What follows belongs to an exercise in optimizing a design on an open flow for small area and few clock cycles per item; a production flow would make more cautious choices. Where RTL was checked, it was by simulation tests only, not by an equivalence proof against the original. Power is estimated from default activity; no workload was simulated.

==> flow/design.v <==
module CRC8(
  input  [7:0] crc_in,
  input  [7:0] data,
  output [7:0] crc_out );
  function [7:0] step;
    input [7:0] c;
    input [7:0] b;
    integer k;
    reg [7:0] r;
    begin
      r = c;
      for (k = 7; k >= 0; k = k - 1)
        r = {r[6:0], 1'b0} ^ ((b[k] ^ r[7]) ? 8'h07 : 8'h00);
      step = r;
    end
  endfunction
  assign crc_out = step(crc_in, data);
endmodule
module FIFO(
  input        clk,
  input        reset,
  input  [7:0] dataIn,
  input        we,           
  input        re,           
  output       wready,       
  output       rready,       
  output [7:0] dataOut );
  reg [2047:0] ring;
  reg [7:0]    tpos;
  reg [7:0]    hpos;
  reg          wlast;
  wire same  = (tpos == hpos);
  wire full  = same && wlast;
  wire empty = same && !wlast;
  assign wready = (tpos[3:0] == 4'd15) && !full;
  assign rready = (hpos[4:0] == 5'd0) && !empty;
  wire doWrite = we && wready;
  wire doRead  = re && rready;
  wire [7:0] rport [0:7];
  genvar k;
  generate
    for (k = 0; k < 8; k = k + 1) begin : rp
      assign rport[k] = ring[256*k +: 8];
    end
    for (k = 0; k < 256; k = k + 1) begin : st
      if (k % 32 == 0) begin : wpe
        always @(posedge clk)
          ring[8*k +: 8] <= ~((doWrite && tpos[7:4] == (k+255)%256/16) ? ~dataIn : ring[8*((k+255)%256) +: 8]);
      end else if (k % 16 == 0) begin : wpo
        always @(posedge clk)
          ring[8*k +: 8] <= ~((doWrite && tpos[7:4] == (k+255)%256/16) ? dataIn : ring[8*((k+255)%256) +: 8]);
      end else begin : sh
        always @(posedge clk)
          ring[8*k +: 8] <= ring[8*(k-1) +: 8];
      end
    end
  endgenerate
  assign dataOut = rport[hpos[7:5]];
  always @(posedge clk) begin
    if (reset) begin
      tpos  <= 8'd0;
      hpos  <= 8'd0;
      wlast <= 1'b0;
    end else begin
      tpos  <= tpos + {7'd0, !doWrite};
      hpos  <= hpos + {7'd0, !doRead};
      if (doWrite != doRead) wlast <= doWrite;
    end
  end
endmodule
module Task1B(
  input clk,
  input reset,
  input t0,
  input t1,
  input t2,
  input t3,
  input t4,
  input t5,
  input t6,
  input t7,
  input tsent,
  output reg trecieve,
  output reg tx,
  output reg [7:0] crc );
  wire [7:0] din = {t0, t1, t2, t3, t4, t5, t6, t7};
  wire       wready, rready;
  wire [7:0] fifoOut;
  wire [7:0] crcNext;
  wire accept = tsent && !trecieve && wready;
  always @(posedge clk) begin
    if (reset) begin
      trecieve <= 1'b0;
      crc      <= 8'd0;
    end else begin
      if (accept) begin
        trecieve <= 1'b1;
        crc      <= crcNext;
      end else if (!tsent) begin
        trecieve <= 1'b0;
      end
    end
  end
  CRC8 crc8(.crc_in(crc), .data(din), .crc_out(crcNext));
  reg  [2:0] sub;         
  reg        busy;        
  reg  [3:0] bitn;        
  reg        loaded;      
  reg  [7:0] sh;
  reg        par;
  wire       tick = (sub == 3'd7);
  wire       load = !loaded && (!busy || bitn[3] || (bitn == 4'd7 && tick)) && rready;
  wire       start = tick && loaded && (!busy || bitn == 4'd11);
  always @(posedge clk) begin
    if (reset) begin
      sub    <= 3'd0;
      busy   <= 1'b0;
      bitn   <= 4'd0;
      loaded <= 1'b0;
      tx     <= 1'b1;
    end else begin
      sub <= sub + 3'd1;
      if (load) begin
        sh     <= fifoOut;
        loaded <= 1'b1;
      end
      if (start) begin
        busy   <= 1'b1;
        bitn   <= 4'd0;
        loaded <= 1'b0;
        tx     <= 1'b0;
      end else if (tick && busy) begin
        bitn <= bitn + 4'd1;
        if (bitn == 4'd11) begin
          busy <= 1'b0;
        end else if (bitn[3]) begin
          tx <= (bitn == 4'd8) ? par : 1'b1;
        end else begin
          tx  <= sh[0];
          par <= (bitn == 4'd0 ? 1'b0 : par) ^ sh[0];
          if (!load) sh <= {1'b0, sh[7:1]};
        end
      end
    end
  end
  FIFO fo(
    .clk(clk), .reset(reset),
    .dataIn(din), .we(tsent && !trecieve), .re(load),
    .wready(wready), .rready(rready), .dataOut(fifoOut));
endmodule
clock: 8.0 ns
lec_check: 0
cap_margin: 0
core_margin: 2
core_utilization: 70
cts_buf_list: sky130_fd_sc_hd__clkbuf_8
cts_cluster_diameter: 45
cts_cluster_size: 20
place_density: 0.9
slew_margin: 0
run.sh (not shown) runs the stock make flow with config.mk's settings and CLKGATE_MAP_FILE= SYNTH_SCRIPT=/design/flow/synth_recipe.tcl, a recipe that flattens the netlist after the stock synthesis.
Testbench counts at the start, summed over its fixed seeds: cycles 460,976, bytes 4,800.
Next try:
--- a/flow/config.mk
+++ b/flow/config.mk
@@ -8 +8,2 @@
-export CAP_MARGIN = 0
+export ABC_AREA = 1
+export CAP_MARGIN = 20
@@ -12,4 +13,4 @@
-export CTS_CLUSTER_DIAMETER = 45
-export CTS_CLUSTER_SIZE = 20
-export PLACE_DENSITY = 0.9
-export SLEW_MARGIN = 0
+export CTS_CLUSTER_DIAMETER = 40
+export CTS_CLUSTER_SIZE = 16
+export PLACE_DENSITY = 0.8
+export SLEW_MARGIN = 20
What happened:
- routed wire length came out lower by 7.2%
- via count grows by 8.8%
- sequential power hardly moves
- synthesized area grows by 1.4%
- sequential share of layout area falls by 1.2 points
- maximum frequency is lower by 7.8%
- setup slack got worse by 0.29 ns
- power rises by 0.59%
- utilization fell by 0.26 points
- combinational power grows by 18%
Next try:
==> flow/flow/run.sh (new file) <==
#!/bin/bash
# Standard layout; the port buffers are the smallest buffer cell instead of
# clkdlybuf4s50_1. Each tool's output goes to standard.log.
export BUFFER_PORTS_ARGS="-buffer_cell sky130_fd_sc_hd__buf_1"
bash standard.sh > standard.log 2>&1
==> flow/standard.sh (new file) <==
#!/bin/bash
# synth_recipe.tcl (not shown) runs the flow's synth.tcl, then flattens the netlist and writes it again
# the make line also repeats each setting of config.mk as NAME=value (left out here)
make -C /OpenROAD-flow-scripts/flow DESIGN_CONFIG=/design/flow/config.mk WORK_HOME=/design/flow/orfs CLKGATE_MAP_FILE= SYNTH_SCRIPT=/design/flow/synth_recipe.tcl "${@:-finish}"
--- a/flow/config.mk
+++ b/flow/config.mk
@@ -8 +7,0 @@
-export ABC_AREA = 1
@@ -13,2 +12,2 @@
-export CTS_CLUSTER_DIAMETER = 40
-export CTS_CLUSTER_SIZE = 16
+export CTS_CLUSTER_DIAMETER = 50
+export CTS_CLUSTER_SIZE = 18
removed: flow/run.sh
- design area decreases by about 2.5%
- synthesized cell count decreases by 15%
- global-route usage decreases by 1.2 points
- sequential share of layout area increases by 2.2 points
- total power decreases by 4.2%
- cell count decreases by about 12%
- die area decreases by 1.3%
- via count decreases by 13%
Next try:
==> flow/flow/run.sh (replaced) <==
#!/bin/bash
# Standard layout, with the clock tree options passed straight to CTS.
cp standard.sh standard_copy.sh.txt
export CTS_ARGS="-sink_clustering_enable -repair_clock_nets -sink_clustering_size 18 -sink_clustering_max_diameter 50 -buf_list sky130_fd_sc_hd__clkbuf_8"
bash standard.sh > standard.log 2>&1
After rerunning:
- The changed run finished clean
- clock power falls by about 2%
- first-iteration DRC count rises by 10%
- setup slack degrades by 0.35 ns
- design area stays flat
- total power falls by 0.55%
- wire length rises by 2.2%
- non-clock buffer count falls by 3
- hold slack stays flat
- register-to-register slack degrades by 0.09 ns

========
job 7334:
// Task1B: RTL as listed in full above, without the edits since
export LEC_CHECK = 0
export CAP_MARGIN = 0
export CORE_MARGIN = 2
export CORE_UTILIZATION = 70
export CTS_BUF_LIST = sky130_fd_sc_hd__clkbuf_8
export CTS_CLUSTER_DIAMETER = 50
export CTS_CLUSTER_SIZE = 18
export PLACE_DENSITY = 0.9
export SLEW_MARGIN = 0
create_clock -name core_clock -period 8.0 [get_ports {clk}]
Stock flow here: none of the scripts above is used.
Testbench counts of job 7334, summed over its fixed seeds: cycles 460,976, bytes 4,800.
#### Input delta (job 9168 over job 7334)
- CAP_MARGIN now 20, was 0
- PLACE_DENSITY now 0.8, was 0.9
- CTS_BUF_LIST now sky130_fd_sc_hd__clkbuf_16, was sky130_fd_sc_hd__clkbuf_8
- CTS_CLUSTER_DIAMETER now 60, was 50
- CTS_CLUSTER_SIZE now 32, was 18
- SLEW_MARGIN now 20, was 0
--- outcome ---
- Power (higher): job 9168
- Comparing job 9168 against job 7334, there is no change at all in chip height.
- Looking only at number of clock buffers in the layout, and setting everything else aside, the lower value of job 7334 and job 9168 goes to job 9168.
Edits applied to the flow inputs when going from job 9168 to job 8457:
- changing CORE_UTILIZATION from 70 to 60
- changing PLACE_DENSITY from 0.8 to 0.7
- changing CTS_BUF_LIST from sky130_fd_sc_hd__clkbuf_16 to sky130_fd_sc_hd__clkbuf_8
- changing CTS_CLUSTER_SIZE from 32 to 20
- changing CTS_CLUSTER_DIAMETER from 60 to 50
--- outcome ---
Job 9168 went all the way through the flow, and no timing, DRC or antenna check failed.
Having completed the whole flow, job 8457 delivered a layout that passed the timing, DRC and antenna checks.
Of job 9168 and job 8457, the higher detailed-router iteration count before antenna repair belongs to job 8457.
For job 9168, the launch point of the critical path was tsent, unlike job 8457, where it was trecieve$_SDFFE_PP0P_.
Taking job 9168 as the reference point, the post-route clock period utilization of job 8457 rises by 0.65 points.
Via count, job 9168 and job 8457, lower one = job 8457.
Setup changes, job 8457 to job 9847
- swapping 20 for 18 in CTS_CLUSTER_SIZE
- swapping 60 for 70 in CORE_UTILIZATION
- swapping 20 for 0 in SLEW_MARGIN
- swapping 0.7 for 0.8 in PLACE_DENSITY
- swapping 20 for 0 in CAP_MARGIN
Results
Timing, DRC, antenna: 0 failures across job 8457 and job 9847
Note that the x dimension of the die recorded for job 9847 amounts to 0.927 times the value seen in job 8457.
The end point of the critical path comes out trecieve in one run and fo.tpos[6]$_SDFF_PP0_ in the other, namely in job 8457 and job 9847 respectively.
Job 9847 has post-route core utilization above what job 8457 had.
Job 8457 → job 9847: fraction of power consumed by combinational cells essentially unchanged, largest fanout on the critical path now larger, filler cell count now sits lower, clock power share decreased by 0.3 points relative to the old numbers, global-route track usage on met2 saw an increase.
Summary — measured slew at the worst slew-check pin, job 9847 relative to job 8457: higher, by 420 ps.
The die used by job 9847 is smaller than the one used by job 8457.
## Diff of input files: job 8071 against job 9847
- CAP_MARGIN now 20, was 0
- SLEW_MARGIN now 20, was 0
The maximum clock frequency of job 8071 is higher than that of job 9847. Job 9847 vs job 8071, launching instance or port of the critical path: tsent vs crc[6]$_SDFFE_PP0P_. Job 8071: no failed stages, no open violations at the end. Between job 8071 and job 9847, the detailed-route wire length per cell figures differ only marginally. Of job 8071 and job 9847, it is job 8071 that has the lower share of the clock period used by the worst path. Compared job 9847 against job 8071; number of fill cells in the layout within noise. Diff job 9847..job 8071 | initial core utilization | unchanged. Job 9847 -> job 8071: utilization flat. Job 8071 vs job 9847 — total length of routed met3 wires climbed by a few percent. Changes observed in job 8071 relative to job 9847: multi-input logic portion of the cell area was more or less identical, design area neither gained nor lost much, area after synthesis stayed essentially flat. Of the two candidates, job 9847 has the worse worst setup slack and job 8071 the better one.
[inputs] job 6663 vs job 8071
- CTS_CLUSTER_SIZE: 18 -> 30
- CTS_CLUSTER_DIAMETER: 50 -> 40
- ABC_AREA: unset -> 1
- CTS_BUF_LIST: sky130_fd_sc_hd__clkbuf_8 -> sky130_fd_sc_hd__clkbuf_16
### Flow results
Run comparison: job 6663 capture point of the critical path fo.tpos[7]$_SDFF_PP0_; job 8071 capture point of the critical path crc[6]. Against job 8071, final worst slack in job 6663 came out worse. Summary — clock power, job 6663 relative to job 8071: higher, by about 66%. Job 6663 against job 8071; fmax is down by a few percent. First-iteration DRC count deteriorates in job 6663 relative to job 8071. From job 8071 to job 6663 the numbers moved as follows: synthesized netlist cell count saw an increase; combinational power share saw little to no change; global-route wire length before repair saw an increase.

========
== old ==
Another version of the RTL of Task1B (not shown whole).
Size: roughly 2500 cells after synthesis, ~2100 flip-flops, roughly 21 I/O pins.
Settings: LEC_CHECK=0, CAP_MARGIN=20, CORE_MARGIN=2, CORE_UTILIZATION=85, CTS_BUF_LIST=sky130_fd_sc_hd__clkbuf_8, CTS_CLUSTER_DIAMETER=50, CTS_CLUSTER_SIZE=20, PLACE_DENSITY=0.9, SLEW_MARGIN=20; clock period 8.0 ns.
old did not run to completion, as it errored out during 3_5_place_dp.
The inputs of new differ from those of old as listed below.
- a change of CTS_CLUSTER_DIAMETER from 50 to 45
- a change of CTS_CLUSTER_SIZE from 20 to 24
[summary]
Diff old..new | number of buffers added on ports | unchanged
Comparing new against old, there is no change at all in simple-gate share of the synthesized area.
Between old and new, the flip-flop and latch count after synthesis figures differ only marginally.
Status: new FAILED at 3_5_place_dp (tool error)
Diff old..new | number of distinct library cell variants in the gate-level netlist after synthesis | unchanged
No run of this note included a check of the RTL's function; only the layout flow was run.

========
Another version of the RTL of Task1B (not shown whole).
For scale: ~2600 cells after synthesis, roughly 2100 flip-flops, roughly 21 I/O pins, ~45000 um2 of cells after synthesis.
==> flow/config.mk <==
export PLATFORM = sky130hd
export DESIGN_NAME = Task1B
export DESIGN_NICKNAME = Task1B
export VERILOG_FILES = /design/flow/design.v
export SDC_FILE = /design/flow/constraint.sdc
export NUM_CORES = 4
export LEC_CHECK = 0
export CAP_MARGIN = 20
export CORE_MARGIN = 2
export CORE_UTILIZATION = 70
export CTS_BUF_LIST = sky130_fd_sc_hd__clkbuf_8
export CTS_CLUSTER_DIAMETER = 50
export CTS_CLUSTER_SIZE = 18
export GPL_ROUTABILITY_DRIVEN = 0
export GPL_TIMING_DRIVEN = 0
export PLACE_DENSITY = 0.8
export SLEW_MARGIN = 20
==> flow/constraint.sdc <==
create_clock -name core_clock -period 8.0 [get_ports {clk}]
set_input_delay 1.6000 -clock core_clock [delete_from_list [all_inputs] [get_ports {clk}]]
set_output_delay 1.6000 -clock core_clock [all_outputs]
set_load 0.01 [all_outputs]
Testbench counts at the start, summed over its fixed seeds: cycles 460,976, bytes 4,800.
Change:
- GPL_ROUTABILITY_DRIVEN: 0 -> default
- GPL_TIMING_DRIVEN: 0 -> default
Sequential share of layout area is about the same. Power is about the same. Non-clock buffer count went down by 25. Setup slack gains 660 ps.
Change:
- PLACE_DENSITY: 0.8 -> 0.9
Core utilization is about the same.
Power rose by 0.40%.
Global-route usage came out higher by 1.8 points.
Critical path depth falls by 6.
Final cell count is about the same.
Wire length increases by 8.9%.
Sequential power stays flat.
Design area hardly moves.
Area after synthesis is unchanged.
Clock-buffer cell count does not change.

afterwards: timing with drivers on the ports:
No port has a modelled driver above. Below, the same layouts with a new extraction and two added sets of constraints. Step 1 (the two cells are an assumption about what drives the block):
set clk [get_ports {clk}]
set_driving_cell -lib_cell sky130_fd_sc_hd__clkbuf_16 $clk
set_driving_cell -lib_cell sky130_fd_sc_hd__buf_2 [delete_from_list [all_inputs] $clk]
Step 2, shift: input delay + t, output delay - t, t = (earliest + latest rising clock arrival at the registers) / 2. This alone moves slack from input paths to output paths. a / b / c = ideal ports / drivers / drivers and shift; a / b = the first two.
| run | t, ns | setup slack, ns | slew at the worst register clock pin (ns) |
|---|---|---|---|
| the first run of note 1 | 0.851 | 4.556 / 4.495 / 3.851 | 0.12 / 0.12 |
| the second run of note 1 | 0.863 | 4.265 / 4.265 / 3.774 | 0.11 / 0.11 |
| the third run of note 1 | 0.856 | 4.912 / 4.905 / 4.118 | 0.12 / 0.12 |
| the fourth run of note 1 | 0.840 | 4.565 / 4.501 / 3.876 | 0.12 / 0.12 |
| job 7334 | 0.855 | 4.444 / 4.444 / 3.892 | 0.12 / 0.12 |
| job 9168 | 0.720 | 4.504 / 4.539 / 3.819 | 0.12 / 0.12 |
| job 8457 | 0.845 | 4.452 / 4.393 / 3.838 | 0.11 / 0.11 |
| job 9847 | 0.839 | 4.129 / 4.162 / 3.323 | 0.11 / 0.11 |
| job 8071 | 0.840 | 4.565 / 4.501 / 3.876 | 0.12 / 0.12 |
| job 6663 | 0.787 | 4.310 / 4.310 / 3.683 | 0.11 / 0.11 |
| the first run of note 4 | 0.833 | 3.825 / 3.858 / 3.026 | 0.11 / 0.11 |
| the second run of note 4 | 0.831 | 4.490 / 4.494 / 3.689 | 0.11 / 0.11 |
| the third run of note 4 | 0.851 | 4.571 / 4.512 / 3.782 | 0.11 / 0.11 |
After both steps setup and hold are still met in every run listed. For job 9847, which loses most, drivers alone change the setup slack by +0.033 ns; drivers and shift together by -0.806 ns.
